This design comes from an exercise in tuning for small area, a short achievable clock period and few clock cycles on the open sky130 flow, not from production work. Where RTL was checked, it was by simulation tests only, not by an equivalence proof against the original. Power is estimated from default activity; no workload was simulated.

==> inputs of tundra <==
## sa_accel
module sa_accel (
    input  logic        clk,
    input  logic        rst_n,
    input  logic        start_all,
    input  logic [7:0]  k_param,
    input  logic        out_mode,
    input  logic [7:0]  row_shape,
    input  logic [7:0]  col_shape,
    output logic        done_all,
    output logic        ren_n,
    output logic [12:0] raddr_row,
    input  logic [31:0] rdata_row,
    output logic [12:0] raddr_col,
    input  logic [31:0] rdata_col,
    output logic        wen_n,
    output logic [12:0] waddr,
    output logic [31:0] data_out
);
SA_with_shift_cfg u_SA (
    .clk(clk), .rst_n(rst_n),
    .start_all(start_all), .k_param(k_param), .out_mode(out_mode),
    .row_shape(row_shape), .col_shape(col_shape), .done_all(done_all),
    .ren_n(ren_n), .raddr_row(raddr_row), .rdata_row(rdata_row),
    .raddr_col(raddr_col), .rdata_col(rdata_col),
    .wen_n(wen_n), .waddr(waddr), .data_out(data_out)
);
endmodule
==> flow/config.mk <==
export PLATFORM = sky130hd
export DESIGN_NAME = sa_accel
export DESIGN_NICKNAME = sa_accel
export VERILOG_FILES = /design/flow/design.v
export SDC_FILE = /design/flow/constraint.sdc
export NUM_CORES = 4
export LEC_CHECK = 0
export CAP_MARGIN = 20
export CORE_MARGIN = 2
export CORE_UTILIZATION = 60
export CTS_CLUSTER_DIAMETER = 100
export CTS_CLUSTER_SIZE = 24
export PLACE_DENSITY = 0.72
export SLEW_MARGIN = 20
==> flow/constraint.sdc <==
create_clock -name core_clock -period 11.0 [get_ports {clk}]
set_input_delay 2.2000 -clock core_clock [delete_from_list [all_inputs] [get_ports {clk}]]
set_output_delay 2.2000 -clock core_clock [all_outputs]
set_load 0.01 [all_outputs]
standard.sh (not shown) runs the stock make flow with config.mk's settings and CLKGATE_MAP_FILE= SYNTH_SCRIPT=/design/flow/synth_recipe.tcl, a recipe that flattens the netlist after the stock synthesis.
==> flow/flow/run.sh <==
#!/bin/bash
set -euo pipefail
bash standard.sh SETUP_SLACK_MARGIN=${MARGIN:-7.5} SYNTH_ARGS=-noabc \
  "BUFFER_PORTS_ARGS=-buffer_cell sky130_fd_sc_hd__buf_4" finish > standard.log 2>&1
==> zinc: changes against tundra <==
--- a/flow/design.v
+++ b/flow/design.v
@@ -459,38 +459,35 @@
     logic [7:0]  outer;       
     logic [12:0] base_a;      
     logic        ren_q;       
     logic        ren_nq;      
     logic        first_q;     
-    logic [12:0] ra_a, ra_b;  
-    logic [12:0] ra_row, ra_col;  
+    logic [12:0] ra_row, ra_col;
     logic        mode;
-    logic [7:0]  n_outer, n_inner, slot_m1;
-    logic        kge4;        
-    logic [1:0]  k_lo, km1_lo;  
+    logic [7:0]  kq, n_outer, n_inner, slot_m1;
     logic go;    
     always_ff @(posedge clk or negedge rst_n) begin
         if (!rst_n) go <= 1'b0;
         else        go <= start_all && !busy && !go;
     end
     always_ff @(posedge clk) begin
         if (!busy && !go) begin
             mode    <= out_mode;
+            kq      <= k_param;
             n_outer <= out_mode ? col_shape : row_shape;
             n_inner <= out_mode ? row_shape : col_shape;
             slot_m1 <= (k_param < 8'd4) ? 8'd3 : k_param - 8'd1;
-            kge4    <= (k_param >= 8'd4);
-            k_lo    <= k_param[1:0];
-            km1_lo  <= k_param[1:0] - 2'd1;
         end
     end
     logic end_blk, inner_last, last_blk, job_last;
     assign end_blk    = busy && (cnt == 8'd0);
     assign inner_last = (inner == 8'd0);
     assign job_last   = end_blk && inner_last && (outer == 8'd0);
     assign last_blk   = end_blk;
-    logic [12:0] na_a, na_b;
+    logic [12:0] ra_a, ra_b, na_a, na_b;
+    assign ra_a = mode ? ra_col : ra_row;
+    assign ra_b = mode ? ra_row : ra_col;
     always_comb begin
         na_a = ra_a;
         na_b = ra_b;
         if (ren_q) begin
             na_a = ra_a + 13'd1;
@@ -499,49 +496,41 @@
                 if (inner_last) na_b = 13'd0;
                 else            na_a = base_a;
             end
         end
     end
-    logic       busy_n, slot_start;
+    logic       busy_n;
     logic [7:0] cnt_n;
     always_comb begin
-        busy_n     = busy;
-        cnt_n      = cnt - 8'd1;
-        slot_start = 1'b0;
+        busy_n = busy;
+        cnt_n  = cnt - 8'd1;
         if (!busy) begin
-            busy_n     = go;
-            cnt_n      = slot_m1;
-            slot_start = go;
+            busy_n = go;
+            cnt_n  = slot_m1;
         end else if (cnt == 8'd0) begin
-            busy_n     = !job_last;
-            cnt_n      = slot_m1;
-            slot_start = !job_last;
+            busy_n = !job_last;
+            cnt_n  = slot_m1;
         end
     end
-    logic rd_n, first_n;
-    assign rd_n    = busy_n && (kge4 || (cnt_n[1:0] < k_lo));
-    assign first_n = kge4 ? slot_start : (busy_n && (cnt_n[1:0] == km1_lo));
     always_ff @(posedge clk or negedge rst_n) begin
         if (!rst_n) begin
             busy    <= 1'b0;
             ren_q   <= 1'b0;
             first_q <= 1'b0;
         end else begin
             busy    <= busy_n;
-            ren_q   <= rd_n;
-            first_q <= first_n;
+            ren_q   <= busy_n && (cnt_n < kq);
+            first_q <= busy_n && (cnt_n == kq - 8'd1);
         end
     end
     always_ff @(posedge clk) begin
         cnt     <= cnt_n;
-        ren_nq  <= !rd_n;
+        ren_nq  <= !(busy_n && (cnt_n < kq));
         if (!busy) begin
             inner  <= n_inner - 8'd1;
             outer  <= n_outer - 8'd1;
             base_a <= 13'd0;
-            ra_a   <= 13'd0;
-            ra_b   <= 13'd0;
             ra_row <= 13'd0;
             ra_col <= 13'd0;
         end else begin
             if (end_blk) begin
                 if (inner_last) begin
@@ -550,12 +539,10 @@
                     base_a <= ra_a + 13'd1;
                 end else begin
                     inner  <= inner - 8'd1;
                 end
             end
-            ra_a   <= na_a;
-            ra_b   <= na_b;
             ra_row <= mode ? na_b : na_a;
             ra_col <= mode ? na_a : na_b;
         end
     end
     assign ren_n     = ren_nq;
@@ -616,22 +603,17 @@
         end
     endgenerate
     logic        wr_d;
     logic [31:0] dout_q;
     logic        wen_nq, done_q;
-    logic [12:0] waddr_q;     
-    logic [12:0] wcnt;        
+    logic [12:0] waddr_q;
     always_ff @(posedge clk) begin
         dout_q <= q;
         wen_nq <= !wr_d;
         done_q <= p_job[6];
-        if (go) begin
-            wcnt <= 13'd0;
-        end else if (wr_d) begin
-            waddr_q <= wcnt;
-            wcnt    <= wcnt + 13'd1;
-        end
+        if (go)        waddr_q <= 13'h1fff;
+        else if (wr_d) waddr_q <= waddr_q + 13'd1;
     end
     always_ff @(posedge clk or negedge rst_n) begin
         if (!rst_n) wr_d <= 1'b0;
         else        wr_d <= |wr;
     end
==> flow/config.mk (replaced) <==
export PLATFORM = sky130hd
export DESIGN_NAME = sa_accel
export DESIGN_NICKNAME = sa_accel
export VERILOG_FILES = /design/flow/design.v
export SDC_FILE = /design/flow/constraint.sdc
export NUM_CORES = 4
export LEC_CHECK = 0
export ABC_AREA = 1
export CAP_MARGIN = 20
export CORE_MARGIN = 2
export CORE_UTILIZATION = 40
export CTS_CLUSTER_DIAMETER = 100
export CTS_CLUSTER_SIZE = 24
export SLEW_MARGIN = 20
==> summary.txt <==
                                                                                                                             tundra                                       zinc
Number of enable flip-flop cells after synthesis                                                                                  59                                         49
Upper clock frequency limit                                                                                               0.2903 GHz                                 0.2888 GHz
Post-CTS clock slew at the launch and capture registers of the worst setup and hold paths                                    0.11 ns                                    0.10 ns
Cell with the most instances after synthesis                                                                sky130_fd_sc_hd__dfxtp_1                     sky130_fd_sc_hd__inv_1
Endpoint of the worst-slack reg-to-reg timing path                                            u_SA.u_array.g_m[1].g_x[3].u_pe.acc[6]     u_SA.u_array.g_m[1].g_x[2].u_pe.acc[8]
Synth-to-layout area growth                                                                                                   6.033%                                     8.646%
Count of state elements after synthesis                                                                                         1008                                        972
Initial core utilization                                                                                                      0.6072                                     0.4035
First-pass detailed-route iteration total                                                                                          6                                          8
Net total in the final layout                                                                                                   7780                                       8991
Power, Total                                                                                                                23.37 mW                                   25.70 mW
Post-cts gate resize count                                                                                                        39                                        123
Cell count after synthesis                                                                                                      6748                                       7793
Antenna violations before repair                                                                                                   6                                         10
End point of the worst hold path                                                           u_SA.u_skew.g_col[2].g_delay.u_b.sr[0][3]  u_SA.u_skew.g_col[3].g_delay.u_b.sr[0][2]
XOR/XNOR share of the synthesized area                                                                                        0.1102                                     0.1027
Final standard cell utilization of the core                                                                                   0.6438                                     0.4384
Stages on worst setup path                                                                                                         7                                          8
Status                                                                                                       complete, no violations                    complete, no violations
Number of flip-flops and latches                                                                                                1008                                        972
Vertical die dimension                                                                                                      339.1 um                                   415.0 um
Detailed route wirelength on metal2                                                                                         75680 um                                   89650 um
Testbench counts of zinc, summed over its fixed seeds: cycles 206,522.
Function not checked in tundra: the RTL went through the layout flow alone.

==> what the ideal ports hide <==
The results above use ideal ports. As a check the final layouts listed here were re-extracted and re-timed, cells and wires unchanged. Step 1 assumes that a clkbuf_16 drives the clock port and a buf_2 every other input. Step 2 moves the port delays by t, midway between the first and last clock arrival at a register: inputs arrive t later, outputs are due t later. That takes back most of the time a late clock gives input paths. a / b / c = ideal / step 1 / step 2; a / b = the first two.
run | t (ns) | setup slack, ns | worst setup path at the end
tundra | 0.752 | 7.555 / 7.491 / 7.373 | input to register
zinc | 0.772 | 7.537 / 7.467 / 7.522 | input to register
After both steps setup and hold are still met in every run listed. The setup slack of tundra, which loses most, moves by -0.064 ns with the drivers and by -0.182 ns with both steps.
